Context: an optimization exercise on an open-source flow, tuned for small area, a short achievable clock period and few clock cycles per item. The choices shown serve that exercise and are no tape-out recipe.
Only simulation tests tie the RTL to the original design; equivalence was not proved.

`flow/design.v`:
```
module Polygon #(
    parameter HALF_EYE_ANGLE = 520
)
(
    input clk,
    input rst_n,
    output reg oReadReq,
    input iRAMBusy,
    output [19:0] oRAMAddr,
    input  [15:0] iRAMData,
    input [19:0] iRAMPointCount,
    output [13:0] oAddr,
    input signed [15:0] iMemData,
    input [13:0] iPointCount,
    input signed [15:0] iAlpha, iBeta, iGamma,
    input iUseRAM,
    input i3D,
    input iStart,
    output oFinish,
    input iLineDrawRead,
    output signed [15:0] oU1, oU2, oV1, oV2,
    output oPointValid,
    output oIsRed
);
localparam T_A = 2'd0, T_B = 2'd1, T_G = 2'd2;
reg run, fin;
reg mRAM, m3D;
reg [15:0] pA, pB, pG;
reg [13:0] NP;               
assign oFinish = fin;
always @(posedge clk) begin
    if (!run) begin
        mRAM <= iUseRAM;
        m3D <= i3D;
        pA <= iAlpha;
        pB <= iBeta;
        pG <= iGamma;
        NP <= iUseRAM ? iRAMPointCount[13:0] : {iPointCount[12:0], 1'b0};
    end
end
function automatic [1:0] ptype(input [2:0] p);
    ptype = (p[2]) ? T_G : (p[1] ? T_B : T_A);
endfunction
function automatic pthread(input [2:0] p, input d3);
    pthread = (p[2] & d3) ? p[1] : p[0];
endfunction
reg [2:0] up;                
reg upV;                     
reg [13:0] pn4;              
wire [1:0] uT = ptype(up);
wire       ut = pthread(up, m3D);
wire       ue = m3D & up[0];             
wire       rEnd = m3D ? (up == 3'd7) : (up == 3'd5);
wire       lastRnd = (pn4 >= NP);
wire [2:0] nu = rEnd ? 3'd0 : up + 3'd1;
wire [1:0] nuT = ptype(nu);
wire       nut = pthread(nu, m3D);
wire       nuV = !(rEnd && lastRnd);
wire [2:0] needN = !nuV ? 3'd0 : (nuT == T_A) ? 3'd4 : (nuT == T_B) ? 3'd2 : 3'd0;
wire [13:0] adDelta = (nuT == T_A) ? (nut ? 14'd1 : 14'd0) :
                      (nut ? 14'd2 : 14'h3ff7);
reg [13:0] ad;
reg [2:0] need;              
reg fA;                      
assign oAddr = ad;
assign oRAMAddr = {6'd0, ad};
wire [15:0] memw = mRAM ? iRAMData : iMemData;
wire fetch = (need != 3'd0) && (!mRAM || !iRAMBusy);
wire capX0 = fetch && fA && (need == 3'd4);
wire capY0 = fetch && (fA ? (need == 3'd3) : (need == 3'd2));
wire capX1 = fetch && fA && (need == 3'd2);
wire capY1 = fetch && (need == 3'd1);
wire [13:0] adStep = (fA && need == 3'd3) ? 14'd2 : (!fA && need == 3'd2) ? 14'd3 : 14'd1;
wire [15:0] gAng = m3D ? (ue ? pG - HALF_EYE_ANGLE : pG + HALF_EYE_ANGLE) : pG;
wire [15:0] uAng = (uT == T_A) ? pA : (uT == T_B) ? pB : gAng;
reg [1:0] L0q;
always @(posedge clk) L0q <= uAng[15:14];
reg running;
reg [13:1] oh;               
reg signed [15:0] ang;
reg [1:0] curT; reg curt;    
reg curL;                    
reg r1, r2, r3;              
reg signed [15:0] atan;
always @(*) begin
    atan = ({16{oh[1]}} & 16'sd4836) | ({16{oh[2]}} & 16'sd2555) |
           ({16{oh[3]}} & 16'sd1297) | ({16{oh[4]}} & 16'sd651) |
           ({16{oh[5]}} & 16'sd325) | ({16{oh[6]}} & 16'sd162) |
           ({16{oh[7]}} & 16'sd81) | ({16{oh[8]}} & 16'sd40) |
           ({16{oh[9]}} & 16'sd20) | ({16{oh[10]}} & 16'sd10) |
           ({16{oh[11]}} & 16'sd5) | ({16{oh[12]}} & 16'sd2) |
           ({16{oh[13]}} & 16'sd1);
end
wire dpos = ~ang[15];
wire signed [15:0] nang = dpos ? ang - atan : ang + atan;
wire iter = running && !oh[13];
reg qv;
reg qd;
reg [1:0] qT; reg qt, qL;
wire gfree;                  
wire gacc = qv && gfree;
wire qfree = !qv || gacc;
wire hand = running && oh[13] && qfree;          
wire canStart = upV && r3;
wire startFire = canStart && (!running || hand);
wire inFinal;
always @(posedge clk or negedge rst_n) begin
    if (!rst_n) begin
        running <= 1'b0;
        up <= 3'd0;
        upV <= 1'b0;
        pn4 <= 14'd4;
        need <= 3'd0;
        fA <= 1'b1;
        ad <= 14'd0;
        oReadReq <= 1'b0;
        r1 <= 1'b0;
        r2 <= 1'b0;
        r3 <= 1'b0;
    end else if (!run) begin
        running <= 1'b0;
        up <= 3'd0;
        upV <= 1'b1;
        pn4 <= 14'd4;
        need <= 3'd4;
        fA <= 1'b1;
        ad <= 14'd0;
        oReadReq <= iUseRAM;
        r1 <= 1'b0;
        r2 <= 1'b0;
        r3 <= 1'b0;
    end else begin
        r1 <= inFinal;
        r2 <= r1;
        r3 <= r2;
        if (fetch) begin
            need <= need - 3'd1;
            ad <= ad + adStep;
            if (need == 3'd1) oReadReq <= 1'b0;
        end
        if (hand) running <= 1'b0;
        if (startFire) begin
            running <= 1'b1;
            up <= nu;
            upV <= nuV;
            if (rEnd) pn4 <= pn4 + 14'd4;
            need <= needN;
            fA <= (nuT == T_A);
            if (needN != 3'd0) ad <= ad + adDelta;
            oReadReq <= mRAM && (needN != 3'd0);
            r1 <= 1'b0;
            r2 <= 1'b0;
            r3 <= 1'b0;
        end
    end
end
always @(posedge clk) begin
    if (startFire) begin
        ang <= {{3{~uAng[13]}}, uAng[12:0]};     
        oh <= 13'd1;
        curT <= uT;
        curt <= ut;
        curL <= lastRnd;
    end else if (iter) begin
        ang <= nang;
        oh <= {oh[12:1], 1'b0};
    end
end
always @(posedge clk or negedge rst_n) begin
    if (!rst_n) qv <= 1'b0;
    else if (!run) qv <= 1'b0;
    else if (hand) qv <= 1'b1;
    else if (gacc) qv <= 1'b0;
end
always @(posedge clk) begin
    if (hand) begin
        qd <= ~nang[15];
        qT <= curT;
        qt <= curt;
        qL <= curL;
    end
end
reg gbusy;
reg [10:0] gh;               
reg gord;                    
reg [1:0] gT; reg gt, gL;
wire gw1 = gh[5];
wire gw2 = gh[10];
assign gfree = !gbusy || gw2;
wire dfree0, dfree1;
wire dfree = dfree0 && dfree1;
wire gHold = gw1 && (gT == T_G) && !dfree;
wire dStart = gw1 && (gT == T_G) && dfree;
reg [1:0] pw;
assign inFinal = (need == 3'd0) && !((uT != T_A) && pw[ut]);
always @(posedge clk or negedge rst_n) begin
    if (!rst_n) pw <= 2'b00;
    else if (!run) pw <= 2'b00;
    else begin
        if (gw1 && !gHold && gT != T_G) pw[gt] <= 1'b0;
        if (hand && curT != T_G) pw[curt] <= 1'b1;
    end
end
wire [10:0] ghN = gacc ? 11'd1 : gw2 ? 11'd0 : gHold ? gh : {gh[9:0], 1'b0};
wire gordN = gacc ? (qT == T_G) : gord;
reg cInit, cSh2, cSub, cUseX;
always @(posedge clk) begin
    cInit <= ghN[0] | ghN[5];
    cSh2 <= ghN[0] | ghN[4] | ghN[5] | ghN[9];
    cSub <= ghN[0] | ghN[1] | ghN[2] | ghN[5] | ghN[6] | ghN[7];
    cUseX <= gordN ^ (|ghN[10:5]);
end
always @(posedge clk or negedge rst_n) begin
    if (!rst_n) begin
        gbusy <= 1'b0;
        gh <= 11'd0;
    end else if (!run) begin
        gbusy <= 1'b0;
        gh <= 11'd0;
    end else begin
        if (gacc) begin
            gbusy <= 1'b1;
            gh <= 11'd1;
        end else if (gw2) begin
            gbusy <= 1'b0;
            gh <= 11'd0;
        end else if (!gHold) begin
            gh <= {gh[9:0], 1'b0};
        end
    end
end
always @(posedge clk) begin
    if (gacc) begin
        gord <= gordN;
        gT <= qT;
        gt <= qt;
        gL <= qL;
    end
end
wire accEn = gbusy && !gw2 && !gHold;
wire w1s2 = gw1 && !gHold && (gT != T_G);       
wire w2s1 = gw2 && (gT == T_A);                  
wire w2s3 = gw2 && (gT == T_B);                  
wire w2g = gw2 && (gT == T_G);                   
wire mDone0, mDone1, mt0, mt1, mL0, mL1;
wire [25:0] res0, res1;
wire aTake0, aTake1;
PolyLane lane0 (
    .clk(clk), .rst_n(rst_n), .run(run),
    .memw(memw), .capX(capX0), .capY(capY0),
    .uT(uT), .ut(ut), .L0q(L0q),
    .startFire(startFire), .iter(iter), .oh(oh), .dpos(dpos), .hand(hand), .qd(qd),
    .gacc(gacc), .cInit(cInit), .cSh2(cSh2), .cSub(cSub), .cUseX(cUseX), .accEn(accEn),
    .gt(gt), .gL(gL), .w1s2(w1s2), .w2s1(w2s1), .w2s3(w2s3), .w2g(w2g),
    .dStart(dStart), .aTake(aTake0),
    .dfree(dfree0), .mDone(mDone0), .res(res0), .mt(mt0), .mL(mL0)
);
PolyLane lane1 (
    .clk(clk), .rst_n(rst_n), .run(run),
    .memw(memw), .capX(capX1), .capY(capY1),
    .uT(uT), .ut(ut), .L0q(L0q),
    .startFire(startFire), .iter(iter), .oh(oh), .dpos(dpos), .hand(hand), .qd(qd),
    .gacc(gacc), .cInit(cInit), .cSh2(cSh2), .cSub(cSub), .cUseX(cUseX), .accEn(accEn),
    .gt(gt), .gL(gL), .w1s2(w1s2), .w2s1(w2s1), .w2s3(w2s3), .w2g(w2g),
    .dStart(dStart), .aTake(aTake1),
    .dfree(dfree1), .mDone(mDone1), .res(res1), .mt(mt1), .mL(mL1)
);
reg sel;                     
reg rEye;                    
reg gotFirst;                
reg ended;                   
reg oValid, oRed, oLast;
reg [25:0] O1, O2, Xs;       
wire [25:0] res = sel ? res1 : res0;
wire rDone = sel ? mDone1 : mDone0;
wire rt = sel ? mt1 : mt0;
wire rL = sel ? mL1 : mL0;
wire aEmit = (mRAM ? gotFirst : sel) && !ended;
wire take = rDone && !oValid && !ended;
assign aTake0 = mDone0 && (ended || (!sel && !oValid));
assign aTake1 = mDone1 && (ended || (sel && !oValid));
wire [1:0] lastIdx = NP[1:0] - 2'd1;
wire isLast = rL && ({rt, sel} == lastIdx) && (rEye || !m3D);
wire lineRead = oValid && iLineDrawRead;
wire aUpd = run && take;
assign oPointValid = oValid;
assign oIsRed = oRed;
assign oU1 = {{3{O1[25]}}, O1[25:13]};
assign oV1 = {{3{O1[12]}}, O1[12:0]};
assign oU2 = {{3{O2[25]}}, O2[25:13]};
assign oV2 = {{3{O2[12]}}, O2[12:0]};
always @(posedge clk or negedge rst_n) begin
    if (!rst_n) begin
        run <= 1'b0;
        fin <= 1'b1;
        oValid <= 1'b0;
        oLast <= 1'b0;
        ended <= 1'b0;
        gotFirst <= 1'b0;
        rEye <= 1'b0;
        sel <= 1'b0;
    end else if (!run) begin
        oValid <= 1'b0;
        oLast <= 1'b0;
        ended <= 1'b0;
        gotFirst <= 1'b0;
        rEye <= 1'b0;
        sel <= 1'b0;
        if (iStart) begin
            run <= 1'b1;
            fin <= 1'b0;
        end
    end else begin
        if (lineRead) begin
            oValid <= 1'b0;
            if (oLast) begin
                run <= 1'b0;
                fin <= 1'b1;
            end
        end
        if (take) begin
            if (aEmit) begin
                oValid <= 1'b1;
                oLast <= isLast;
                if (isLast) ended <= 1'b1;
            end
            if (m3D) rEye <= !rEye;
            if (!m3D || rEye) begin
                gotFirst <= 1'b1;
                sel <= !sel;
            end
        end
    end
end
always @(posedge clk) begin
    if (aUpd) begin
        oRed <= rEye;
        if (mRAM) begin
            if (gotFirst) O1 <= m3D ? Xs : O2;
            if (gotFirst || !m3D || rEye) O2 <= res;
            if (m3D) begin
                if (gotFirst) Xs <= O2;
                else if (!rEye) Xs <= res;
            end
        end else begin
            if (!sel) begin
                if (!rEye) O1 <= res; else Xs <= res;
            end else begin
                O2 <= res;
                if (rEye) O1 <= Xs;
            end
        end
    end
end
endmodule
module PolyLane (
    input clk,
    input rst_n,
    input run,
    input [15:0] memw,
    input capX,
    input capY,
    input [1:0] uT,
    input ut,
    input [1:0] L0q,
    input startFire,
    input iter,
    input [13:1] oh,
    input dpos,
    input hand,
    input qd,
    input gacc,
    input cInit,
    input cSh2,
    input cSub,
    input cUseX,
    input accEn,
    input gt,
    input gL,
    input w1s2,
    input w2s1,
    input w2s3,
    input w2g,
    input dStart,
    input aTake,
    output dfree,
    output mDone,
    output [25:0] res,
    output reg mt,
    output reg mL
);
localparam T_A = 2'd0, T_B = 2'd1, T_G = 2'd2;
reg [15:0] SX, SY;
always @(posedge clk) begin
    if (capX) SX <= memw;
    if (capY) SY <= memw;
end
reg [15:0] s1 [0:1];         
reg [15:0] s2 [0:1];         
reg [15:0] s3 [0:1];         
wire [15:0] la = (uT == T_A) ? {SX[12:0], 3'b0} : s2[ut];
wire [15:0] lb = (uT == T_G) ? s1[ut] : {SY[12:0], 3'b0};
reg [15:0] L0a, L0b;
always @(posedge clk) begin
    L0a <= la;
    L0b <= lb;
end
wire [15:0] nla = -L0a;
wire [15:0] nlb = -L0b;
reg  [15:0] lx, ly;
always @(*) begin
    case (L0q)
        2'b00: begin lx = L0a; ly = L0b; end
        2'b01: begin lx = nlb; ly = L0a; end
        2'b10: begin lx = nla; ly = nlb; end
        default: begin lx = L0b; ly = nla; end
    endcase
end
reg signed [15:0] L1x, L1y;
reg signed [16:0] P2x, P2y;
always @(posedge clk) begin
    L1x <= lx;
    L1y <= ly;
    P2x <= {L1x[15], L1x} - {L1y[15], L1y};
    P2y <= {L1y[15], L1y} + {L1x[15], L1x};
end
reg signed [16:0] x, y;
reg signed [16:0] shx, shy;
integer k;
always @(*) begin
    shx = 17'sd0;
    shy = 17'sd0;
    for (k = 1; k < 14; k = k + 1) begin
        if (oh[k]) begin
            shx = shx | (x >>> k);
            shy = shy | (y >>> k);
        end
    end
end
wire signed [16:0] nx = dpos ? x - shy : x + shy;
wire signed [16:0] ny = dpos ? y + shx : y - shx;
always @(posedge clk) begin
    if (startFire) begin
        x <= P2x;
        y <= P2y;
    end else if (iter) begin
        x <= nx;
        y <= ny;
    end
end
reg signed [16:0] qx, qy;
always @(posedge clk) begin
    if (hand) begin
        qx <= nx;
        qy <= ny;
    end
end
wire signed [16:0] qshy = qy >>> 14;
wire signed [16:0] qshx = qx >>> 14;
wire signed [16:0] fx = qd ? qx - qshy : qx + qshy;
wire signed [16:0] fy = qd ? qy + qshx : qy - qshx;
reg signed [17:0] acc;
reg signed [16:0] gx, gy;
wire [15:0] gres = acc[16:1];
wire signed [16:0] gV = cUseX ? gx : gy;
wire signed [17:0] gVin = {gV[16], gV};
wire signed [17:0] gAin = cInit ? gVin : acc;
wire signed [17:0] gsh = cSh2 ? (gAin >>> 2) : (gAin >>> 3);
wire signed [17:0] gnext = cSub ? gsh - gVin : gsh + gVin;
always @(posedge clk) begin
    if (gacc) begin
        gx <= fx;
        gy <= fy;
    end
    if (accEn) acc <= gnext;
    if (w1s2) s2[gt] <= gres;
    if (w2s1) s1[gt] <= gres;
    if (w2s3) s3[gt] <= gres;
end
reg dbusy;
reg [4:0] dc;
reg dxok;
reg [15:0] dR, dd, dq;
reg [15:0] dX, dY;
reg dt, dL;
wire [15:0] dRs = {dR[14:0], 1'b0};
wire dge = (dRs >= dd);
wire dDone = dbusy && (dc == 5'd16) && dxok;
wire mfree;
wire dHand = dDone && mfree;
assign dfree = !dbusy || dHand;
always @(posedge clk or negedge rst_n) begin
    if (!rst_n) begin
        dbusy <= 1'b0;
        dc <= 5'd0;
        dxok <= 1'b0;
    end else if (!run) begin
        dbusy <= 1'b0;
        dc <= 5'd0;
        dxok <= 1'b0;
    end else begin
        if (dStart) begin
            dbusy <= 1'b1;
            dc <= 5'd0;
            dxok <= 1'b0;
        end else begin
            if (dbusy && dc != 5'd16) dc <= dc + 5'd1;
            if (w2g) dxok <= 1'b1;
            if (dHand) dbusy <= 1'b0;
        end
    end
end
always @(posedge clk) begin
    if (dStart) begin
        dR <= 16'd8960;
        dd <= 16'd11360 - gres;
    end else if (dbusy && dc != 5'd16) begin
        dR <= dge ? dRs - dd : dRs;
        dq <= {dq[14:0], dge};
    end
    if (w2g) begin
        dX <= gres;
        dY <= s3[gt];
        dt <= gt;
        dL <= gL;
    end
end
reg mbusy;
reg [3:0] mc;
reg [14:0] ms;
reg signed [15:0] mX, mY, aU, aV;
assign mDone = mbusy && (mc == 4'd15);
assign mfree = !mbusy || aTake;
wire signed [16:0] sU = {aU[15], aU} + (ms[0] ? {mX[15], mX} : 17'sd0);
wire signed [16:0] sV = {aV[15], aV} + (ms[0] ? {mY[15], mY} : 17'sd0);
assign res = {aU[15:3], aV[15:3]};
always @(posedge clk or negedge rst_n) begin
    if (!rst_n) begin
        mbusy <= 1'b0;
        mc <= 4'd0;
    end else if (!run) begin
        mbusy <= 1'b0;
        mc <= 4'd0;
    end else begin
        if (dHand) begin
            mbusy <= 1'b1;
            mc <= 4'd0;
        end else begin
            if (mbusy && !mDone) mc <= mc + 4'd1;
            if (aTake) mbusy <= 1'b0;
        end
    end
end
always @(posedge clk) begin
    if (dHand) begin
        ms <= dq[15:1];
        mX <= dX;
        mY <= dY;
        mt <= dt;
        mL <= dL;
        aU <= 16'sd0;
        aV <= 16'sd0;
    end else if (mbusy && !mDone) begin
        aU <= sU[16:1];
        aV <= sV[16:1];
        ms <= ms >> 1;
    end
end
endmodule
```
`flow/flow/run.sh`:
```
#!/bin/bash
set -euo pipefail
bash standard.sh SETUP_SLACK_MARGIN=8 finish > standard_flow.log 2>&1
```
`flow/standard.sh`:
```
#!/bin/bash
# synth_recipe.tcl (not shown) runs the flow's synth.tcl, then flattens the netlist and writes it again
# the make line also repeats each setting of config.mk as NAME=value (left out here)
make -C /OpenROAD-flow-scripts/flow DESIGN_CONFIG=/design/flow/config.mk WORK_HOME=/design/flow/orfs CLKGATE_MAP_FILE= SYNTH_SCRIPT=/design/flow/synth_recipe.tcl "${@:-finish}"
```
`flow/config.mk`:
```
export PLATFORM = sky130hd
export DESIGN_NAME = Polygon
export DESIGN_NICKNAME = Polygon
export VERILOG_FILES = /design/flow/design.v
export SDC_FILE = /design/flow/constraint.sdc
export NUM_CORES = 4
export LEC_CHECK = 0
export CAP_MARGIN = 20
export CORE_MARGIN = 2
export CORE_UTILIZATION = 40
export SLEW_MARGIN = 20
```
`flow/constraint.sdc`:
```
create_clock -name core_clock -period 12.0 [get_ports {clk}]
set_input_delay 2.4000 -clock core_clock [delete_from_list [all_inputs] [get_ports {clk}]]
set_output_delay 2.4000 -clock core_clock [all_outputs]
set_load 0.01 [all_outputs]
```
==> results of run 1 <==
-- final cells by class --
class                   count  area, um2  area share
well taps                2325       2910      0.0351
diodes                      4       10.0    0.000121
clock inverters            80        842      0.0102
clock buffers             192       3980      0.0480
repair buffers            564       5200      0.0628
flip-flops and latches   1275      34900       0.421
multi-input cells        4650      33900       0.409
inverters                 303       1150      0.0139
-- synthesized netlist by cell type (39+ instances only) --
library cell and n:
sky130_fd_sc_hd__mux2i_1 77, sky130_fd_sc_hd__xnor2_1 311, sky130_fd_sc_hd__a31oi_1 121, sky130_fd_sc_hd__a211oi_1 82, sky130_fd_sc_hd__xor2_1 166, sky130_fd_sc_hd__mux2_2 154
sky130_fd_sc_hd__inv_1 299, sky130_fd_sc_hd__or3_1 63, sky130_fd_sc_hd__nor2b_1 89, sky130_fd_sc_hd__dfxtp_1 307, sky130_fd_sc_hd__dfrtp_1 82, sky130_fd_sc_hd__ha_1 408
sky130_fd_sc_hd__nor3_1 98, sky130_fd_sc_hd__buf_1 55, sky130_fd_sc_hd__a22oi_1 157, sky130_fd_sc_hd__a21o_1 128, sky130_fd_sc_hd__nand3_1 169, sky130_fd_sc_hd__nand2_1 730
sky130_fd_sc_hd__mux4_2 56, sky130_fd_sc_hd__edfxtp_1 883, sky130_fd_sc_hd__nor2_1 417, sky130_fd_sc_hd__clkbuf_1 264, sky130_fd_sc_hd__o21ai_0 267, sky130_fd_sc_hd__nand2b_1 50
sky130_fd_sc_hd__a222oi_1 39, sky130_fd_sc_hd__a21oi_1 452, sky130_fd_sc_hd__and2_1 89, sky130_fd_sc_hd__and3_1 51
-- flip-flops by register name, indices dropped and copies added, names as in the netlist, 26 cells and up --
register / cells
O1: 26
O2: 26
Xs: 26
lane0.s1: 32
lane0.s2: 32
lane0.s3: 32
lane1.s1: 32
lane1.s2: 32
lane1.s3: 32
-- through the flow --
stage	std cells	hold WS (ns)
6_report	9393	0.405
5_1_grt	9391	0.420
4_1_cts	9314	0.405
3_5_place_dp	8838	0.405
3_3_place_gp	8838	0.402
2_1_floorplan	6588	0.400
-- logic make-up (layout without fill, tap and decap cells) --
| group | Yosys count | count (layout) | share of synthesized area |
|---|---|---|---|
| flops | 1275 | 1275 | 0.498 |
| compound gates | 1563 | 1563 | 0.146 |
| fa+ha+maj | 432 | 432 | 0.0800 |
| xor+xnor | 479 | 479 | 0.0605 |
| simple gates | 1883 | 1883 | 0.124 |
| mux | 287 | 287 | 0.0539 |
| buf+inv | 663 | 1139 | 0.0375 |
| other cells | 1 | 10 | 0.0000537 |
-- worst max path at each step --
stage | to | startpoint
detailed placement | lane1.x[16] | oh[9]
CTS | lane0.y[16] | oh[12]
global placement | lane1.x[16] | oh[9]
floorplan | lane0.acc[16] | cUseX
global route | lane0.x[16] | oh[11]
finish | lane0.y[16] | oh[11]
-- layout by cell type, fill, tap and decap left out, types with 106 or more instances in the layout --
cell type	n
sky130_fd_sc_hd__ha_1	398
sky130_fd_sc_hd__inv_1	284
sky130_fd_sc_hd__a31oi_1	114
sky130_fd_sc_hd__nand2_1	717
sky130_fd_sc_hd__clkbuf_16	150
sky130_fd_sc_hd__o21ai_0	244
sky130_fd_sc_hd__buf_4	303
sky130_fd_sc_hd__a22oi_1	153
sky130_fd_sc_hd__a21o_1	128
sky130_fd_sc_hd__mux2_2	146
sky130_fd_sc_hd__xor2_1	156
sky130_fd_sc_hd__nand3_1	164
sky130_fd_sc_hd__a21oi_1	411
sky130_fd_sc_hd__dfxtp_1	291
sky130_fd_sc_hd__xnor2_1	296
sky130_fd_sc_hd__nor2_1	382
sky130_fd_sc_hd__edfxtp_1	883
sky130_fd_sc_hd__clkdlybuf4s50_1	106
-- layer usage --
layer | up-vias | share of wire | track usage | wire [um]
li1 | 24754 | - | - | -
met1 | 25280 | 0.41 | 0.266 | 80900
met2 | 1733 | 0.48 | 0.354 | 93100
met3 | 471 | 0.062 | 0.0359 | 12000
met4 | 4 | 0.048 | 0.0981 | 9320
met5 | - | 0.00035 | 0 | 69
-- repair_timing --
item / CTS / global route
hold endpoints to repair: 0 / 0
setup buffers: 195 / 73
pin swaps: 128 / 114
gates resized for setup: 359 / 172
gates cloned: 9 / 2
setup endpoints to repair: 201 / 94
-- worst max-delay path: stages, from the launching register on --
cell and delay [ns]:
sky130_fd_sc_hd__dfxtp_4 0.39, sky130_fd_sc_hd__buf_12 0.15, sky130_fd_sc_hd__or4_4 0.61, sky130_fd_sc_hd__nand2_2 0.10, sky130_fd_sc_hd__and3_4 0.19, sky130_fd_sc_hd__and3_4 0.20, sky130_fd_sc_hd__nand2_4 0.06, sky130_fd_sc_hd__nor2_1 0.11
sky130_fd_sc_hd__nor2_1 0.06, sky130_fd_sc_hd__xnor2_1 0.17, sky130_fd_sc_hd__ha_1 0.35, sky130_fd_sc_hd__a21o_1 0.17, sky130_fd_sc_hd__a21o_1 0.17, sky130_fd_sc_hd__nand2_1 0.07, sky130_fd_sc_hd__nand2_1 0.05, sky130_fd_sc_hd__a211o_1 0.27
sky130_fd_sc_hd__a21o_1 0.22, sky130_fd_sc_hd__a21oi_2 0.18, sky130_fd_sc_hd__o21ai_2 0.08, sky130_fd_sc_hd__xnor2_1 0.14, sky130_fd_sc_hd__mux2_4 0.26
==> run summary, run 1 <==
- The count of nets left with antenna violations once routing finished came out at 0.
* CTS sink cnt: approximately 1,300
- For the final routed database, the setup TNS stands at 0 ns.
- After routing the design area is 82,900 um2.
* Gate count of the mapped netlist: around 6,600
* Per-cell via count in the routed design: 5.56
- Final critical delay including setup and external delays: 4.27 ns
- Among all flip-flop cells after synthesis, the most frequent one is sky130_fd_sc_hd__edfxtp_1.
* Max Cap Violations: 0
- Sort of element at the start of the critical path: register
* Period utilisation layout: 0.356
* Placed Area: roughly 74,000 um2
- At the end of routability-driven placement, the weighted congestion stood at 0.887.
- Measured along the x axis, the die boundary spans between 400 and 500 um.
- Clock insertion delay at the later pin of the skew report: 0.81 ns
- At the pin with the least slew margin, the transition time is just under 1 ns.
* Worst hold endpoint: lane0.mX[3]
- Reg clk slew, reported paths: 0.06 ns
* Fraction of registers with async set/reset: 0.0667
- Setup violations remaining at the end of the flow were counted as 0.
- Distinct cell type count of the synthesized netlist: just under 90
- In this run the standard cell core region covers ~170,000 um2.
* Number of antenna violations at the first check in global routing: 8
- The tree is rooted in a sky130_fd_sc_hd__clkbuf_16.
* Number of placed I/O pins: 223
- The wire-length estimate of the detail-placed layout is 131,000 um.
* Fraction of the core area covered by cells at the end of the flow: 0.477
* Destination of the worst register-to-register timing path: lane0.y[16]
- IO Port Bufs: 203
* Critical hold path startpoint: lane0.dX[3]
- The worst register-to-register path has a depth of 20.
* CTS tree: built
* Area of the die: about 180,000 um2
- Flops & latches, synth: ~1,300
- Die extent in y: roughly 420 um
- Clock skew after layout: ~0.06 ns
* Endpoint kind of the worst setup timing path: register
- Fraction of the yosys area taken by sequential cells: 0.498
* F_max: 234 MHz
- Across every metal layer, demand over resource in global routing totals 0.211.
* Required time of the worst setup path: about 13 ns
- The filler cells instantiated in the layout total ~16,000.
- Setup slack after layout: a little under 8 ns
- In the routed design, unresolved DRC markers number 0.
- Core Rows: about 150
* Yosys warnings: 2
- Entering global routing, the biggest net connects 93 pins.
* Hold Path Class: reg -> reg
- Total standard cell area after synthesis: 69,800 um2
- After clock tree synthesis, the flow added hold-fix buffers numbering 0.
- Clock tree synthesis inserted a total of around 150 buffers.
- Of the cells placed in the final design, the portion with a size suffix greater than 1 is 0.162.
- Summed over all instances, the cell type with the most area after synthesis is sky130_fd_sc_hd__edfxtp_1.
* Number of violations reported at the end of detailed-routing iteration 0: between 5,000 and 6,000
* Number of stages on the worst hold path: 0
* Nets@finish: about 7,500
- Final Routed Wirelength: ~200,000 um
* Number of enable-type register cells in the synthesized netlist: about 900
- Wire length per cell after detailed routing: between 20 and 25 um
- In this run the critical register-to-register path is launched from oh[11].
* Final slew viol count: 0
* Mapped Avg Cell Area: between 10 and 15 um2
- Timing analysis after detailed placement gives a worst setup slack of roughly 6.8 ns.
- The critical path is of the reg -> reg type.
- Run status: no timing/DRC/antenna violations
- Longest Clk Path Bufs: 3
* Setup repair after global routing missed its margin: yes
* Depth of the CTS H-tree: 4
* Maximum fanout encountered on the critical timing path: 5
- Initial DRT Pass Iterations: 12
* Congestion Overflow GR: 0
* Reg2reg setup slack: 7.73 ns
- Of the post-synthesis cell area, the dominant cell type holds 0.380.
- Overall via count from detail_route: 52,242
* Wire length of the first global-routing pass: roughly 300,000 um
* Slew HR: 0.339
* Initial standard-cell utilization of the core: 0.402
- Synth area leaders: sky130_fd_sc_hd__edfxtp_1, sky130_fd_sc_hd__dfxtp_1, sky130_fd_sc_hd__ha_1
* Number of global-route vias before repair: a little over 50,000
- Hold Violations, Final: 0
* Layout overhead on the synthesized area: 18.7%
- Arrival time of the worst setup path: 4.81 ns
Testbench counts, summed over its fixed seeds: cycles 108,063, lines 3,390.
==> run 2: changes to the inputs <==
--- a/flow/design.v
+++ b/flow/design.v
@@ -275,12 +275,15 @@
 wire rDone = sel ? mDone1 : mDone0;
 wire rt = sel ? mt1 : mt0;
 wire rL = sel ? mL1 : mL0;
-wire aEmit = (mRAM ? gotFirst : sel) && !ended;
-wire take = rDone && !oValid && !ended;
-assign aTake0 = mDone0 && (ended || (!sel && !oValid));
-assign aTake1 = mDone1 && (ended || (sel && !oValid));
+wire aEmit = (mRAM ? gotFirst : 1'b1) && !ended;
+wire romTake = !mRAM && mDone0 && mDone1 && !oValid && !ended;
+wire ramTake = mRAM && rDone && !oValid && !ended;
+wire take = romTake || ramTake;
+assign aTake0 = mDone0 && (ended || romTake || (ramTake && !sel));
+assign aTake1 = mDone1 && (ended || romTake || (ramTake && sel));
 wire [1:0] lastIdx = NP[1:0] - 2'd1;
-wire isLast = rL && ({rt, sel} == lastIdx) && (rEye || !m3D);
+wire isLast = (mRAM ? (rL && ({rt, sel} == lastIdx)) : (mL1 && (mt1 == lastIdx[1]))) &&
+              (rEye || !m3D);
 wire lineRead = oValid && iLineDrawRead;
 wire aUpd = run && take;
 assign oPointValid = oValid;
@@ -327,7 +330,7 @@
             if (m3D) rEye <= !rEye;
             if (!m3D || rEye) begin
                 gotFirst <= 1'b1;
-                sel <= !sel;
+                if (mRAM) sel <= !sel;
             end
         end
     end
@@ -343,12 +346,8 @@
                 else if (!rEye) Xs <= res;
             end
         end else begin
-            if (!sel) begin
-                if (!rEye) O1 <= res; else Xs <= res;
-            end else begin
-                O2 <= res;
-                if (rEye) O1 <= Xs;
-            end
+            O1 <= res0;
+            O2 <= res1;
         end
     end
 end
--- a/flow/config.mk
+++ b/flow/config.mk
@@ -8,4 +8,6 @@
 export CAP_MARGIN = 20
 export CORE_MARGIN = 2
 export CORE_UTILIZATION = 40
+export CTS_BUF_LIST = sky130_fd_sc_hd__clkbuf_8
+export CTS_CLUSTER_SIZE = 30
 export SLEW_MARGIN = 20
==> run 2 against run 1 <==
  * Register-to-register slack lost 0.13 ns
  * Via count rose by 3.9%
  * Non-clock buffer count up 62
  * Synthesized area grew 1.1%
  * Synthesized cell count rose by 2.3%
  * Highest routed layer unchanged
==> run summary, run 2 <==
- After synthesis the cells add up to 70,600 um2.
- Of the total synthesized cell area, the portion taken by full adders, half adders and majority gates is 0.0791.
- Final Setup Violations: 0
- Sorting the synthesized cells by area gives the leading types as sky130_fd_sc_hd__edfxtp_1, sky130_fd_sc_hd__dfxtp_1, sky130_fd_sc_hd__ha_1.
- Initial DRT Pass Iterations: 14
- Max Cap Violations: 0
- In the synthesized netlist the dominant register cell turns out to be sky130_fd_sc_hd__edfxtp_1.
* Root buffer selected by CTS: sky130_fd_sc_hd__clkbuf_8
- After synthesis the netlist holds a flip-flop and latch count of roughly 1,300.
- The final route contains 54,257 vias.
- The floorplan step set the die height to between 400 and 500 um.
- Wire length of the first global-routing pass: 304,000 um
- STA classifies the critical path startpoint as a register.
- Reg2reg setup slack: ~7.6 ns
* Slowest cell on crit path: sky130_fd_sc_hd__edfxtp_1
- Slowest Stage Delay on Critical Path: slightly above 0.6 ns
* Endpoint kind of the worst setup timing path: register
- The via count of the first global-routing pass is 52,864.
- For the worst setup path, the data arrival time is ~5.1 ns.
- STA puts the critical path data required time at ~13 ns.
* Distinct cell type count of the synthesized netlist: 85
* Per-cell via count in the routed design: 5.57
- Setup repair after global routing missed its margin: yes
* Worst hold endpoint: qT[0]
- Across the routed clock network, the largest skew measured is about 0.09 ns.
- Summing all placed instances gives a cell area of roughly 75,000 um2.
* Critical hold path startpoint: curT[0]
* Final critical delay including setup and external delays: about 4.4 ns
- The finished cells cover 84,300 um2.
- Clock-pin slew was measured on the worst setup and hold paths at approximately 0.06 ns.
- Total negative slack: 0 ns
- The floorplan step set the die width to 424 um.
- Layout overhead on the synthesized area: 19.4%
* Initial standard-cell utilization of the core: 0.402
* Hold Violations, Final: 0
- Nets@finish: just under 8,000
- Detailed placement ended at an HPWL of between 100,000 and 150,000 um.
* Cell types with the highest counts after synthesis: sky130_fd_sc_hd__edfxtp_1, sky130_fd_sc_hd__nand2_1, sky130_fd_sc_hd__nor2_1, sky130_fd_sc_hd__a21oi_1, sky130_fd_sc_hd__ha_1
- Of the available clock period, the critical path in the final layout requires 0.367.
- Mapped Avg Cell Area: approximately 10 um2
- For the worst-skew pair, the clock arrives at the later sink with an insertion delay of a little over 1 ns.
* Core Rows: around 150
- In the synthesized netlist the async set-or-reset flop fraction comes to 0.0667.
* Count leader, synth: sky130_fd_sc_hd__edfxtp_1
* Longest Clk Path Bufs: 3
- Yosys warnings: 2
- Of the post-synthesis cell area, the dominant cell type holds 0.376.
- Gate count of the mapped netlist: 6,737
- Final weighted congestion in routability-driven placement: a little under 0.9
- Slew HR: 0.312
- Leaving out fill and tap cells, the most frequent cell in the layout is sky130_fd_sc_hd__edfxtp_1.
- Number of stages on the worst hold path: 0
- Across all hold checks on the routed design, the worst slack comes to between 0.4 and 0.5 ns.
- F_max: between 200 and 250 MHz
- Placement Setup Slack: approximately 6.3 ns
* Xor/xnor cell area share of the yosys netlist: 0.0586
- After the first detailed-routing iteration, the DRC count stood at between 5,000 and 6,000.
* Worst R2R Path Depth: 17
- After synthesis, the largest family of logic cells by area is simple AND/OR/NAND/NOR gates.
- TritonCTS built the clock tree.
- Buffers inserted during clock tree synthesis total around 210.
- In this run the number of H-tree levels came out at 4.
* Crit-path cells: a22oi_1, nand3_1, nor2_4, and2_4, and3_4, a21oi_2, xnor2_2, ha_4, a21o_1, a21o_1, or3_1, o311a_1, o21a_1, o21a_1, o41ai_4, xnor2_1, mux2_2
* Fillcell total: around 16,000
- Worst Setup Path Type: reg -> reg
- Dividing the detail-routed wire length by the instance count gives approximately 21 um.
- Summed over all layers, the routed wires come to ~200,000 um.
* Number of antenna violations at the first check in global routing: 10
* CTS sink cnt: about 1,300
- Final slew viol count: 0
- Fraction of the core area covered by cells at the end of the flow: 0.479
- Congestion Overflow GR: 0
- Number of placed I/O pins: around 220
- Area share of and/or/nand/nor cells after synthesis: 0.135
* Setup slack after layout: 7.60 ns
- # DRC: 0
- In this run, synthesis inferred about 880 flip-flops with an integrated enable.
- Once detail routing completed, the nets flagged for antenna violations numbered 0.
* Startpoint of the most critical register-to-register path: lane0.y[14]
- Area of the die: between 150,000 and 200,000 um2
- In this run the critical register-to-register path is captured at lane0.x[15].
- Across every metal layer, demand over resource in global routing totals 0.216.
- Hold-fix buffers at CTS: 0
- IO Port Bufs: ~200
- Maximum fanout encountered on the critical timing path: 14
- Hold Path Class: reg -> reg
- Run status: no timing/DRC/antenna violations
- The largest total area in the synthesized netlist belongs to sky130_fd_sc_hd__edfxtp_1.
* Maximum number of pins on one net before global-route repair: between 70 and 80
- Fraction of the yosys area taken by sequential cells: 0.493
- Area fraction in compound gates after synthesis: 0.134
- In this run the standard cell core region covers around 180,000 um2.
* Post-synthesis mux area share: 0.0627
- Of the cells placed in the final design, the portion with a size suffix greater than 1 is 0.183.
- For the pin with the worst max-slew slack, the measured transition is about 1.0 ns.
- Most frequent cells in the layout: sky130_fd_sc_hd__edfxtp_1, sky130_fd_sc_hd__nand2_1, sky130_fd_sc_hd__nor2_1
==> run 2: per-stage QoR <==
step	std cells
final	9745
after global routing	9742
after CTS	9642
after detailed placement	8995
after global placement	8995
after floorplan	6742
==> run 2: repair_timing <==
item,4_1_cts,5_1_grt
pin swaps,102,129
gates resized for setup,680,198
endpoints found under the setup margin,333,237
setup buffers,238,90
cloned,12,4
==> run 2: worst max path at each step <==
stage,start,cells after the start,slack (ns),endpoint
floorplan,oh[5],22,7.52,lane0.x[15]
global placement,up[2],14,6.41,ad[13]
detailed placement,up[2],14,6.32,ad[13]
CTS,oh[2],18,7.60,lane0.x[15]
global route,lane0.y[7],18,7.44,lane0.x[15]
finish,lane0.y[14],17,7.60,lane0.x[15]
==> run 2: critical path: cells and delay by family, from the launching register on <==
| kind | cells | cell delay (ns) |
|---|---|---|
| mux | 1 | 0.27 |
| simple gates | 5 | 1.01 |
| fa+ha+maj | 1 | 0.24 |
| xor+xnor | 2 | 0.37 |
| flops | 1 | 0.62 |
| compound gates | 8 | 1.64 |
==> run 2: area by class of cell <==
cell class | instances | area [um2] | area share
antenna | 8 | 20.0 | 0.000238
multi-input combinational | 4786 | 34900 | 0.415
inverter | 313 | 1190 | 0.0141
clock buffer | 222 | 3060 | 0.0363
tap | 2340 | 2930 | 0.0348
clock inverter | 175 | 1410 | 0.0168
sequential | 1275 | 34900 | 0.414
timing repair buffer | 626 | 5860 | 0.0695
==> run 2: metal layers <==
| metal | vias to the layer above | global-route usage | routed length (um) |
|---|---|---|---|
| met4 | 2 | 0.0858 | 8040 |
| li1 | 25570 | - | - |
| met2 | 1862 | 0.359 | 95700 |
| met5 | - | 0 | 10 |
| met1 | 26294 | 0.280 | 84500 |
| met3 | 529 | 0.0360 | 13400 |
==> run 2: cell families (layout without fill, tap and decap cells) <==
group / count (synthesis) / in the layout
multiplexers: 339 / 339
buffers and inverters: 681 / 1336
other: 1 / 14
AND/OR/NAND/NOR: 2067 / 2067
flip-flops: 1275 / 1275
XOR/XNOR: 469 / 469
adder cells (fa/ha/maj): 432 / 432
AO/OA/AOI/OAI: 1473 / 1473
Testbench counts of run 2, summed over its fixed seeds: cycles 103,731, lines 3,390.
==> run 3: changes to the inputs <==
--- a/flow/config.mk
+++ b/flow/config.mk
@@ -8,6 +8,4 @@
 export CAP_MARGIN = 20
 export CORE_MARGIN = 2
 export CORE_UTILIZATION = 40
-export CTS_BUF_LIST = sky130_fd_sc_hd__clkbuf_8
-export CTS_CLUSTER_SIZE = 30
 export SLEW_MARGIN = 20
==> run 3 against run 2 <==
  * Critical path type unchanged
  * Global-route usage shrank 0.086 points
  * Flip-flop and latch count is the same
  * Utilization shrank 0.092 points
  * Fmax is essentially flat
  * Synthesized cell count is the same
  * Die area is the same
==> run summary, run 3 <==
- After clock tree synthesis, the clock-pin slew on the worst setup and hold paths is 0.06 ns.
- The floorplan step defined a core boundary enclosing 176,000 um2.
- Setup violations remaining at the end of the flow were counted as 0.
- Mapped Avg Cell Area: between 10 and 15 um2
- Synth area leaders: sky130_fd_sc_hd__edfxtp_1, sky130_fd_sc_hd__dfxtp_1, sky130_fd_sc_hd__ha_1
- Fraction of the yosys area taken by sequential cells: 0.493
- Dominant cell type by area after synthesis: sky130_fd_sc_hd__edfxtp_1
- In the synthesized netlist the async set-or-reset flop fraction comes to 0.0667.
- The worst hold path belongs to the class reg -> reg.
- The synthesized netlist occupies a cell area of approximately 71,000 um2.
* Clock skew after layout: approximately 0.061 ns
* Nets@finish: around 7,700
* Worst Setup Path Type: reg -> reg
- Required time of the worst setup path: between 10 and 15 ns
* Maximum number of pins on one net before global-route repair: 77
- The wire-length estimate of the detail-placed layout is ~130,000 um.
* Per-cell via count in the routed design: approximately 5.6
* Arrival time of the worst setup path: around 5.0 ns
* # DRC: 0
- The first global-routing pass estimated ~300,000 um of wire.
* Antenna-violating nets left: 0
- Counting flops and latches in the post-synthesis netlist gives 1,275.
* Most common library cell in the layout ignoring fill and taps: sky130_fd_sc_hd__edfxtp_1
- Sort of element at the start of the critical path: register
- Area of the die: about 180,000 um2
* Hold-fix buffers at CTS: 0
- Slew at the pin closest to its max-slew limit: between 1 and 1.5 ns
* Clock insertion delay at the later pin of the skew report: 0.83 ns
* Final Routed Wirelength: about 200,000 um
- F_max: 227 MHz
- For this configuration, the core starts out at a cell density of 0.402.
- Fillcell total: 15,807
* Total GRT Usage: 0.215
- The clock net in this run drives a total of 1,275 sinks.
- Root buffer selected by CTS: sky130_fd_sc_hd__clkbuf_16
* Run status: no timing/DRC/antenna violations
* Wire length per cell after detailed routing: 20.9 um
- After the first detailed-routing iteration, the DRC count stood at roughly 5,100.
- Period utilisation layout: 0.367
- In this run the tightest slew margin relative to its limit is 0.297.
- Hold Violations, Final: 0
- In this run the deepest clock path goes through 3 buffers.
* Area fraction of the dominant cell type after synthesis: 0.376
- The library cells used most frequently in the layout, excluding fill and tap cells, are sky130_fd_sc_hd__edfxtp_1, sky130_fd_sc_hd__nand2_1, sky130_fd_sc_hd__nor2_1.
* Count leader, synth: sky130_fd_sc_hd__edfxtp_1
* Gate count of the mapped netlist: ~6,700
* Layout overhead on the synthesized area: 19.1%
* Final critical delay including setup and external delays: between 4 and 5 ns
* DIE WIDTH: 424 um
- Setup repair after global routing could not meet its margin everywhere.
* Endpoint kind of the worst setup timing path: register
- Core Rows: around 150
* Total negative slack: 0 ns
- The most used flip-flop cell after synthesis is sky130_fd_sc_hd__edfxtp_1.
* Cell types with the highest counts after synthesis: sky130_fd_sc_hd__edfxtp_1, sky130_fd_sc_hd__nand2_1, sky130_fd_sc_hd__nor2_1, sky130_fd_sc_hd__a21oi_1, sky130_fd_sc_hd__ha_1
- Depth of the CTS H-tree: 4
- Number of placed I/O pins: 223
- Number of enable-type register cells in the synthesized netlist: 883
- CTS tree: built
- The number of antenna violations at the first check in global routing was 6.
- Congestion Overflow GR: 0
* Maximum fanout encountered on the critical timing path: 4
- Final weighted congestion in routability-driven placement: about 0.9
* Num CTS Buffers: 143
- Buffers placed on the I/O ports in this run total between 200 and 250.
- Layout cells sized above 1: 0.158
* Final slew viol count: 0
- The via count of the first global-routing pass is about 52,000.
- Max-cap violations in this run came to 0.
- In this run the vertical extent of the chip is approximately 420 um.
- Yosys printed 2 warnings.
- Initial DRT Pass Iterations: 11
- The routed layout has between 50,000 and 60,000 vias.
- Yosys mapped the design onto 85 distinct sky130hd cell types.
## run 3: cell families (layout without fill, tap and decap cells)
group / Yosys count / after routing / synth area share
AND/OR/NAND/NOR: 2067 / 2067 / 0.135
AO/OA/AOI/OAI: 1473 / 1473 / 0.134
flip-flops: 1275 / 1275 / 0.493
buffers and inverters: 681 / 1166 / 0.0380
XOR/XNOR: 469 / 469 / 0.0586
adder cells (fa/ha/maj): 432 / 432 / 0.0791
multiplexers: 339 / 339 / 0.0627
other: 1 / 7 / 0.0000531
## run 3: through the flow
stage | std cells | setup slack (ns) | hold WS [ns] | utilization | area [um2]
3_5_place_dp | 8995 | 6.32 | 0.405 | 0.427 | 75000
4_1_cts | 9490 | 7.62 | 0.391 | 0.471 | 82800
5_1_grt | 9567 | 7.49 | 0.405 | 0.479 | 84100
6_report | 9568 | 7.60 | 0.399 | 0.479 | 84100
3_3_place_gp | 8995 | 6.41 | 0.402 | 0.427 | 75000
2_1_floorplan | 6742 | 7.52 | 0.400 | - | 71000
## run 3: path summary, 6_finish.rpt
| check | start | end | slack (ns) | cells past startpoint |
|---|---|---|---|---|
| worst max-delay path | lane0.x[12] | lane0.y[16] | 7.60 | 17 |
| min in group asynchronous | rst_n | sel | 1.57 | 1 |
| worst min-delay path | curT[0] | qT[0] | 0.40 | 0 |
| worst max register to register | lane0.x[12] | lane0.y[16] | 7.60 | 17 |
| max in group asynchronous | rst_n | up[2] | 9.24 | 2 |
| worst min register to register | curT[0] | qT[0] | 0.40 | 0 |
## run 3: layer usage
metal  global-route usage  up-vias  share of wire
li1                     -    25323              -
met1                0.282    26007           0.42
met2                0.358     1832           0.47
met3               0.0337      484          0.065
met4               0.0824        0          0.041
met5                    0        -              0
## run 3: layout make-up
class / count / area (um2) / area share
Clock buffer: 184 / 3850 / 0.0458
Tap cell: 2340 / 2930 / 0.0348
Multi-Input combinational cell: 4786 / 34600 / 0.412
Timing Repair Buffer: 587 / 5560 / 0.0662
Clock inverter: 82 / 1060 / 0.0126
Sequential cell: 1275 / 34900 / 0.414
Inverter: 313 / 1190 / 0.0141
Antenna cell: 1 / 2.50 / 0.0000298
## run 3: critical path, cell delays in order, from the launching register on
cell,delay [ns]
sky130_fd_sc_hd__edfxtp_1,0.54
sky130_fd_sc_hd__buf_4,0.21
sky130_fd_sc_hd__a222oi_1,0.32
sky130_fd_sc_hd__nand3_1,0.17
sky130_fd_sc_hd__nor2_4,0.19
sky130_fd_sc_hd__nand2_1,0.09
sky130_fd_sc_hd__or3_4,0.34
sky130_fd_sc_hd__buf_4,0.15
sky130_fd_sc_hd__nor3_2,0.17
sky130_fd_sc_hd__nor2_1,0.07
sky130_fd_sc_hd__xnor2_1,0.29
sky130_fd_sc_hd__ha_2,0.35
sky130_fd_sc_hd__and4_1,0.15
sky130_fd_sc_hd__a221o_1,0.38
sky130_fd_sc_hd__nand4_1,0.10
sky130_fd_sc_hd__nand4b_1,0.14
sky130_fd_sc_hd__xor2_2,0.20
sky130_fd_sc_hd__mux2_4,0.27
## run 3: repair_timing
action	CTS	global route
pin swaps	105	113
resized for setup	408	150
gates cloned	11	5
endpoints found under the setup margin	331	155
buffers inserted	218	71
==> run 4: changes to the inputs <==
--- a/flow/config.mk
+++ b/flow/config.mk
@@ -7,5 +7,6 @@
 export LEC_CHECK = 0
 export CAP_MARGIN = 20
 export CORE_MARGIN = 2
-export CORE_UTILIZATION = 40
+export CORE_UTILIZATION = 55
+export PLACE_DENSITY = 0.7
 export SLEW_MARGIN = 20
==> run 4 against run 3 <==
  * Sequential share of layout area is 0.72 points higher
  * Register-to-register slack worse by 0.11 ns
  * Via count is 0.87% higher
  * Critical endpoint unchanged
  * Highest routed layer is now met5
==> run summary, run 4 <==
* Total negative slack: 0 ns
- In the routed layout, each cell is associated on average with a via count of 6.11.
- Setup violations remaining at the end of the flow were counted as 0.
- For this run, the register share of the synthesized area comes to 0.493.
- TritonCTS built the clock tree.
* Initial DRT Pass Iterations: 9
* Depth of the CTS H-tree: 4
- Smallest hold slack: approximately 0.40 ns
- The routed layout has about 54,000 vias.
* Endpoint kind of the worst setup timing path: register
* Distinct cell type count of the synthesized netlist: 85
- Once detail routing completed, the nets flagged for antenna violations numbered 0.
- Number of enable-type register cells in the synthesized netlist: between 800 and 900
- The total overflow left after global routing is 0.
- Area share of and/or/nand/nor cells after synthesis: 0.135
- On the final layout, the worst clock skew is 0.0375 ns.
* Total half-perimeter wirelength after legalization and detailed placement: between 100,000 and 150,000 um
* Area fraction of the dominant cell type after synthesis: 0.376
- Measured in cells, the most critical reg-to-reg path has a length of 17.
* Setup slack after layout: about 7.5 ns
- DIE WIDTH: between 300 and 400 um
- Most common library cell in the layout ignoring fill and taps: sky130_fd_sc_hd__edfxtp_1
- Longest Clk Path Bufs: 3
* Hold Path Class: reg -> reg
* Worst Setup Path Type: reg -> reg
- Layout overhead on the synthesized area: 17.1%
- Reg clk slew, reported paths: ~0.060 ns
- Slowest Stage Delay on Critical Path: 0.63 ns
* Adder and majority cell fraction of the synthesized area: 0.0791
- The worst register-to-register path begins at lane0.x[7].
- For this run, the number of standard cells in the final layout without fillers is around 8,900.
- Final critical delay including setup and external delays: roughly 4.5 ns
- In this run the standard cell core region covers around 130,000 um2.
- Measured against the total synthesized area, the mux share comes to 0.0627.
* Mapped Avg Cell Area: ~10 um2
* Xor/xnor cell area share of the yosys netlist: 0.0586
- The biggest area contributor in the post-synthesis netlist is sky130_fd_sc_hd__edfxtp_1.
- The repair_antennas step left the layout with diodes totalling 0.
- Root buffer selected by CTS: sky130_fd_sc_hd__clkbuf_16
- Number of stages on the worst hold path: 0
- In this run the core area contains about 130 standard-cell rows.
* Critical hold path startpoint: lane1.dY[11]
- Final weighted congestion in routability-driven placement: around 0.9
- IO Port Bufs: slightly above 200
* Reg2reg setup slack: 7.49 ns
- STA puts the critical path data arrival time at between 5 and 6 ns.
- Area fraction in compound gates after synthesis: 0.134
* Flops & latches, synth: about 1,300
- In the final layout, the share of cells above drive strength 1 is 0.153.
- Number of violations reported at the end of detailed-routing iteration 0: about 6,000
- Synth area leaders: sky130_fd_sc_hd__edfxtp_1, sky130_fd_sc_hd__dfxtp_1, sky130_fd_sc_hd__ha_1
* Nets@finish: around 7,600
- Total GRT Usage: 0.282
- Cell types with the highest counts after synthesis: sky130_fd_sc_hd__edfxtp_1, sky130_fd_sc_hd__nand2_1, sky130_fd_sc_hd__nor2_1, sky130_fd_sc_hd__a21oi_1, sky130_fd_sc_hd__ha_1
- Placed Instances: between 8,000 and 9,000
* Maximum number of pins on one net before global-route repair: just under 90
* Initial standard-cell utilization of the core: 0.554
- Max Cap Violations: 0
- Count leader, synth: sky130_fd_sc_hd__edfxtp_1
* Most frequent cells in the layout: sky130_fd_sc_hd__edfxtp_1, sky130_fd_sc_hd__nand2_1, sky130_fd_sc_hd__nor2_1
* Most used flip-flop cell after synthesis: sky130_fd_sc_hd__edfxtp_1
- The via count of the first global-routing pass is 50,972.
* Num CTS Buffers: between 100 and 150
* Slowest cell on crit path: sky130_fd_sc_hd__edfxtp_1
* Setup repair after global routing missed its margin: yes
* Number of antenna violations at the first check in global routing: 9
- The die is between 300 and 400 um tall.
- Fraction of registers with async set/reset: 0.0667
- Wire length of the first global-routing pass: slightly below 300,000 um
* CTS sink cnt: approximately 1,300
- Slew HR: 0.301
* F_max: 222 MHz
* Hold-fix buffers at CTS: 0
* Total standard cell area after synthesis: a little over 70,000 um2
- The endpoint identified for the worst register-to-register timing path is lane0.y[16].
- Wire length per cell after detailed routing: ~22 um
* Sort of element at the start of the critical path: register
* Run status: no timing/DRC/antenna violations
* Gate count of the mapped netlist: between 6,000 and 7,000
* Final slew viol count: 0
* Area of the die: 131,000 um2
- The Yosys step of the flow raised 2 warnings.
* Slew at the pin closest to its max-slew limit: approximately 1.0 ns
- The clock reaches the later pin of the worst-skew pair after between 0.7 and 0.8 ns.
- Hold Violations, Final: 0
* # DRC: 0
- Number of placed I/O pins: ~220
- Crit-path cells: a222oi_1, nand3_1, nor2_4, nand3_2, or3_4, inv_2, buf_4, a41oi_1, xor2_1, ha_1, a21o_1, and3_1, a221o_1, nand4_1, nand4b_1, xor2_2, mux2_2
- Before CTS, the worst setup slack after placement is 6.62 ns.
- Worst hold endpoint: lane1.mY[11]
- After synthesis, the largest family of logic cells by area is simple AND/OR/NAND/NOR gates.
- Maximum fanout encountered on the critical timing path: 8
- In the finished design, the share of the clock period the worst path needs comes to 0.376.
* Final Routed Wirelength: approximately 190,000 um
* Fillcell total: approximately 10,000
- Required time of the worst setup path: approximately 13 ns
## run 4: cell type report
type,instances,area (um2),area share
sequential,1275,34900,0.422
clock buffer,188,3830,0.0464
tap,1662,2080,0.0252
clock inverter,66,711,0.00860
multi-input combinational,4786,34700,0.419
timing repair buffer,572,5350,0.0647
inverter,313,1180,0.0143
## run 4: cells by family after synthesis
| group | count (synthesis) |
|---|---|
| other | 1 |
| and+or+nand+nor | 2067 |
| adders and majority gates | 432 |
| xor gates and xnor gates | 469 |
| DFF | 1275 |
| AOI/OAI and AO/OA | 1473 |
| muxes | 339 |
| buffers and inverters | 681 |
## run 4: critical path: cells and delay by family (launching register included)
kind / cells / cell delay (ns)
adder cells (fa/ha/maj): 1 / 0.37
buffers and inverters: 2 / 0.15
XOR/XNOR: 2 / 0.49
AO/OA/AOI/OAI: 4 / 1.04
multiplexers: 1 / 0.27
flip-flops: 1 / 0.63
AND/OR/NAND/NOR: 7 / 1.28
## run 4: worst max-delay path by stage
stage,startpoint,endpoint,slack [ns]
3_5_place_dp,up[2],ad[13],6.62
4_1_cts,lane0.y[5],lane0.x[15],7.58
3_3_place_gp,up[2],ad[13],6.71
5_1_grt,oh[10],lane1.y[16],7.35
6_report,lane0.x[7],lane0.y[16],7.49
2_1_floorplan,oh[5],lane0.x[15],7.52
## run 4: layer usage
layer,GRT usage,wire length [um],vias to the layer above
met5,0,13,-
met4,0.103,7270,2
met3,0.0459,14500,495
met2,0.464,91200,2245
met1,0.377,79700,26107
li1,-,-,25262
## run 4: repair_timing
item / in CTS / in global routing
gates resized for setup: 329 / 166
cloned: 8 / 6
pin swaps: 92 / 117
endpoints found under the setup margin: 244 / 153
buffers inserted: 171 / 108
## run 4: metrics by stage
step,area [um2],util
CTS,81000,0.635
detailed placement,74100,0.581
floorplan,71000,-
global route,82700,0.648
finish,82700,0.648
global placement,74100,0.581
==> run 5: changes to the inputs <==
--- a/flow/design.v
+++ b/flow/design.v
@@ -477,33 +477,35 @@
     if (w2s3) s3[gt] <= gres;
 end
 reg dbusy;
-reg [4:0] dc;
+reg [3:0] dc;
 reg dxok;
-reg [15:0] dR, dd, dq;
+reg [15:0] dR, dd;
+reg [14:0] dq;               
 reg [15:0] dX, dY;
 reg dt, dL;
 wire [15:0] dRs = {dR[14:0], 1'b0};
 wire dge = (dRs >= dd);
-wire dDone = dbusy && (dc == 5'd16) && dxok;
+wire dDone = dbusy && (dc == 4'd14) && dxok;
+wire dq15 = (gres <= 16'd11360) || (gres >= 16'd58976);
 wire mfree;
 wire dHand = dDone && mfree;
 assign dfree = !dbusy || dHand;
 always @(posedge clk or negedge rst_n) begin
     if (!rst_n) begin
         dbusy <= 1'b0;
-        dc <= 5'd0;
+        dc <= 4'd0;
         dxok <= 1'b0;
     end else if (!run) begin
         dbusy <= 1'b0;
-        dc <= 5'd0;
+        dc <= 4'd0;
         dxok <= 1'b0;
     end else begin
         if (dStart) begin
             dbusy <= 1'b1;
-            dc <= 5'd0;
+            dc <= 4'd0;
             dxok <= 1'b0;
         end else begin
-            if (dbusy && dc != 5'd16) dc <= dc + 5'd1;
+            if (dbusy && dc != 4'd14) dc <= dc + 4'd1;
             if (w2g) dxok <= 1'b1;
             if (dHand) dbusy <= 1'b0;
         end
@@ -511,11 +513,12 @@
 end
 always @(posedge clk) begin
     if (dStart) begin
-        dR <= 16'd8960;
+        dR <= dq15 ? gres + 16'd6560 : 16'd17920;
+        dq <= {14'd0, dq15};
         dd <= 16'd11360 - gres;
-    end else if (dbusy && dc != 5'd16) begin
+    end else if (dbusy && dc != 4'd14) begin
         dR <= dge ? dRs - dd : dRs;
-        dq <= {dq[14:0], dge};
+        dq <= {dq[13:0], dge};
     end
     if (w2g) begin
         dX <= gres;
@@ -526,9 +529,9 @@
 end
 reg mbusy;
 reg [3:0] mc;
-reg [14:0] ms;
+reg [13:0] ms;
 reg signed [15:0] mX, mY, aU, aV;
-assign mDone = mbusy && (mc == 4'd15);
+assign mDone = mbusy && (mc == 4'd14);
 assign mfree = !mbusy || aTake;
 wire signed [16:0] sU = {aU[15], aU} + (ms[0] ? {mX[15], mX} : 17'sd0);
 wire signed [16:0] sV = {aV[15], aV} + (ms[0] ? {mY[15], mY} : 17'sd0);
@@ -552,13 +555,13 @@
 end
 always @(posedge clk) begin
     if (dHand) begin
-        ms <= dq[15:1];
+        ms <= dq[14:1];
         mX <= dX;
         mY <= dY;
         mt <= dt;
         mL <= dL;
-        aU <= 16'sd0;
-        aV <= 16'sd0;
+        aU <= dq[0] ? {dX[15], dX[15:1]} : 16'sd0;
+        aV <= dq[0] ? {dY[15], dY[15:1]} : 16'sd0;
     end else if (mbusy && !mDone) begin
         aU <= sU[16:1];
         aV <= sV[16:1];
--- a/flow/config.mk
+++ b/flow/config.mk
@@ -7,6 +7,5 @@
 export LEC_CHECK = 0
 export CAP_MARGIN = 20
 export CORE_MARGIN = 2
-export CORE_UTILIZATION = 55
-export PLACE_DENSITY = 0.7
+export CORE_UTILIZATION = 40
 export SLEW_MARGIN = 20
==> run 5 against run 4 <==
  * Clock skew rose by 0.0068 ns
  * Global-route usage fell by 7.1 points
  * Worst hold slack improved by 0.0022 ns
  * Critical endpoint is now lane1.y[16]
  * Largest cell class is now multi-input gates
==> run summary, run 5 <==
* Run status: no timing/DRC/antenna violations
- Hold Violations, Final: 0
* Wire length of the first global-routing pass: just over 300,000 um
* Final Routed Wirelength: slightly above 200,000 um
* Total GRT Usage: 0.211
- Per-cell via count in the routed design: between 5 and 6
- Fraction of the yosys area taken by sequential cells: 0.486
- The number of placed instances, taps included, is just over 9,000.
- Core Footprint: ~180,000 um2
- Entering global routing, the biggest net connects between 90 and 100 pins.
- Crit-path cells: buf_6, buf_4, a22oi_1, nand4_1, a21oi_2, nand3_2, buf_4, nor3_4, buf_4, buf_4, buf_4, buf_4, buf_4, buf_4, buf_4, buf_4, buf_4, buf_4, buf_4, buf_4, buf_4, o211ai_1, xnor2_1, mux2_2
- Area of the die: ~180,000 um2
- Most frequent cells in the layout: sky130_fd_sc_hd__edfxtp_1, sky130_fd_sc_hd__nand2_1, sky130_fd_sc_hd__nor2_1
- Compared with the post-synthesis result, the final layout area differs by 18.6%.
- Placement Setup Slack: roughly 6.5 ns
- For the worst setup path, the data arrival time is slightly below 5 ns.
- Endpoint kind of the worst setup timing path: register
- Ranked by total cell area, the synthesized netlist is headed by sky130_fd_sc_hd__edfxtp_1, sky130_fd_sc_hd__ha_1, sky130_fd_sc_hd__dfxtp_1.
- Number of placed I/O pins: around 220
- Hold repair after CTS inserted 0 buffers.
- Longest Clk Path Bufs: 3
- After the last flow step, the layout net total stands at 7,846.
- The die is 430 um wide.
* Period utilisation layout: 0.367
- The biggest area contributor in the post-synthesis netlist is sky130_fd_sc_hd__edfxtp_1.
* Flops & latches, synth: between 1,000 and 1,500
* Clock insertion delay at the later pin of the skew report: around 0.8 ns
* Root buffer selected by CTS: sky130_fd_sc_hd__clkbuf_16
* Core Rows: about 160
* Max Cap Violations: 0
- Yosys mapped a number of flops with a built-in enable equal to ~950.
* Yosys warnings: 2
- Of all flip-flops after synthesis, the portion carrying an async set or reset was 0.0654.
- CTS tree: built
* Worst Setup Path Type: reg -> reg
- Slowest cell on crit path: sky130_fd_sc_hd__edfxtp_1
- Total negative slack: 0 ns
* Number of global-route vias before repair: about 54,000
* Mapped Avg Cell Area: between 10 and 15 um2
- Final design area excluding fillers: 86,200 um2
- The cell family contributing the most delay on the critical path is buffers and inverters.
* Overall via count from detail_route: 56,144
- Setup repair after global routing missed its margin: yes
- Maximum fanout encountered on the critical timing path: 6
* Number of buffers and inverters on the critical path: 16
- Once layout is complete, the cells apart from fillers number roughly 10,000.
- Required time of the worst setup path: roughly 13 ns
* Antenna-violating nets left: 0
- Setup violations remaining at the end of the flow were counted as 0.
- Layout cells sized above 1: 0.163
- In the final routed layout, each cell accounts on average for between 20 and 25 um.
- The worst setup path is launched from a register.
* Final critical delay including setup and external delays: 4.40 ns
* Clock skew after layout: 0.0443 ns
- Summing every instance area after synthesis gives 72,600 um2.
* Congestion Overflow GR: 0
* CTS sink cnt: between 1,000 and 1,500
- The worst hold path belongs to the class reg -> reg.
* Count leader, synth: sky130_fd_sc_hd__edfxtp_1
* Initial standard-cell utilization of the core: 0.402
- Cell types with the highest counts after synthesis: sky130_fd_sc_hd__edfxtp_1, sky130_fd_sc_hd__nand2_1, sky130_fd_sc_hd__nor2_1, sky130_fd_sc_hd__a21oi_1, sky130_fd_sc_hd__ha_1
- Distinct cell type count of the synthesized netlist: 92
- CTS built an H-tree with a depth of 4.
- At the pin with the least slew margin, the transition time is between 1 and 1.5 ns.
- IO Port Bufs: between 200 and 250
- Summing all placed instances gives a cell area of a little under 80,000 um2.
* Reg clk slew, reported paths: 0.06 ns
- Once layout is complete, the utilization of the core stands at 0.477.
[run 5: final timing paths]
path                                  start           to  slack, ns  cells past startpoint
max in group asynchronous             rst_n       ad[10]       9.23                      2
min in group asynchronous             rst_n      pn4[13]       1.47                      1
worst min register to register  lane0.dX[0]  lane0.mX[0]       0.41                      0
worst max-delay path            lane1.x[11]  lane1.y[16]       7.60                     24
worst min-delay path            lane0.dX[0]  lane0.mX[0]       0.41                      0
worst max register to register  lane1.x[11]  lane1.y[16]       7.60                     24
[run 5: timing repair]
action                     CTS  global route
cloned                       6             8
setup endpoints to repair  220            88
resized for setup          329           252
pin swaps                   91           149
buffers inserted           189            88
[run 5: final cells by class]
cell class | count | area, um2 | share of cell area
multi-input cells | 5002 | 36600 | 0.425
flip-flops and latches | 1269 | 35400 | 0.410
repair buffers | 591 | 5500 | 0.0638
clock buffers | 182 | 3950 | 0.0459
well taps | 2370 | 2970 | 0.0344
inverters | 287 | 1080 | 0.0125
clock inverters | 74 | 696 | 0.00807
diodes | 6 | 15.0 | 0.000174
[run 5: through the flow]
step	hold WS, ns
6_report	0.405
5_1_grt	0.433
4_1_cts	0.400
3_5_place_dp	0.405
3_3_place_gp	0.401
2_1_floorplan	0.400
[run 5: worst reg2reg max path, delay by kind of cell (launching register included)]
family | cells | cell delay (ns)
buffers and inverters | 16 | 1.78
xor gates and xnor gates | 1 | 0.22
DFF | 1 | 0.47
and+or+nand+nor | 3 | 0.69
muxes | 1 | 0.30
AOI/OAI and AO/OA | 3 | 0.68
[run 5: per-layer routing]
metal / wire length [um] / global-route usage / vias to the layer above
met5: 0 / 0 / -
met4: 8910 / 0.0854 / 0
met3: 12700 / 0.0289 / 550
met2: 98100 / 0.359 / 1975
met1: 84800 / 0.270 / 27394
li1: - / - / 26225
[run 5: logic make-up (layout without fill, tap and decap cells)]
group | after synthesis | count (layout) | synth area share
xor gates and xnor gates | 455 | 455 | 0.0553
other | 1 | 12 | 0.0000516
adders and majority gates | 436 | 436 | 0.0776
buffers and inverters | 690 | 1134 | 0.0377
muxes | 368 | 368 | 0.0641
and+or+nand+nor | 2153 | 2153 | 0.138
AOI/OAI and AO/OA | 1584 | 1584 | 0.141
DFF | 1269 | 1269 | 0.486
Testbench counts of run 5, summed over its fixed seeds: cycles 100,942, lines 3,390.

[re-timing with driven ports]
In the flow no input, the clock included, has a driving cell. The finished layouts below were timed again as built, in two steps. Step 1, drivers: a clkbuf_16 drives clk and a buf_2 each remaining input, both assumed. Step 2, shift: input delay + t, output delay - t, t = (earliest + latest rising clock arrival at the registers) / 2. This alone moves slack from input paths to output paths. a / b / c = ideal / step 1 / step 2; a / b = the first two.
run | t (ns) | setup WS [ns] | worst setup path after step 2
run 1 | 0.865 | 7.731 / 7.731 / 7.479 | input to register
run 2 | 1.048 | 7.601 / 7.601 / 7.418 | input to register
run 3 | 0.883 | 7.601 / 7.601 / 7.393 | input to register
run 4 | 0.853 | 7.488 / 7.488 / 7.221 | input to register
run 5 | 0.859 | 7.599 / 7.599 / 7.346 | input to register
After both steps setup and hold are still met in every run listed. The setup slack of run 4, which loses most, moves by 0.000 ns with the drivers and by -0.267 ns with both steps.
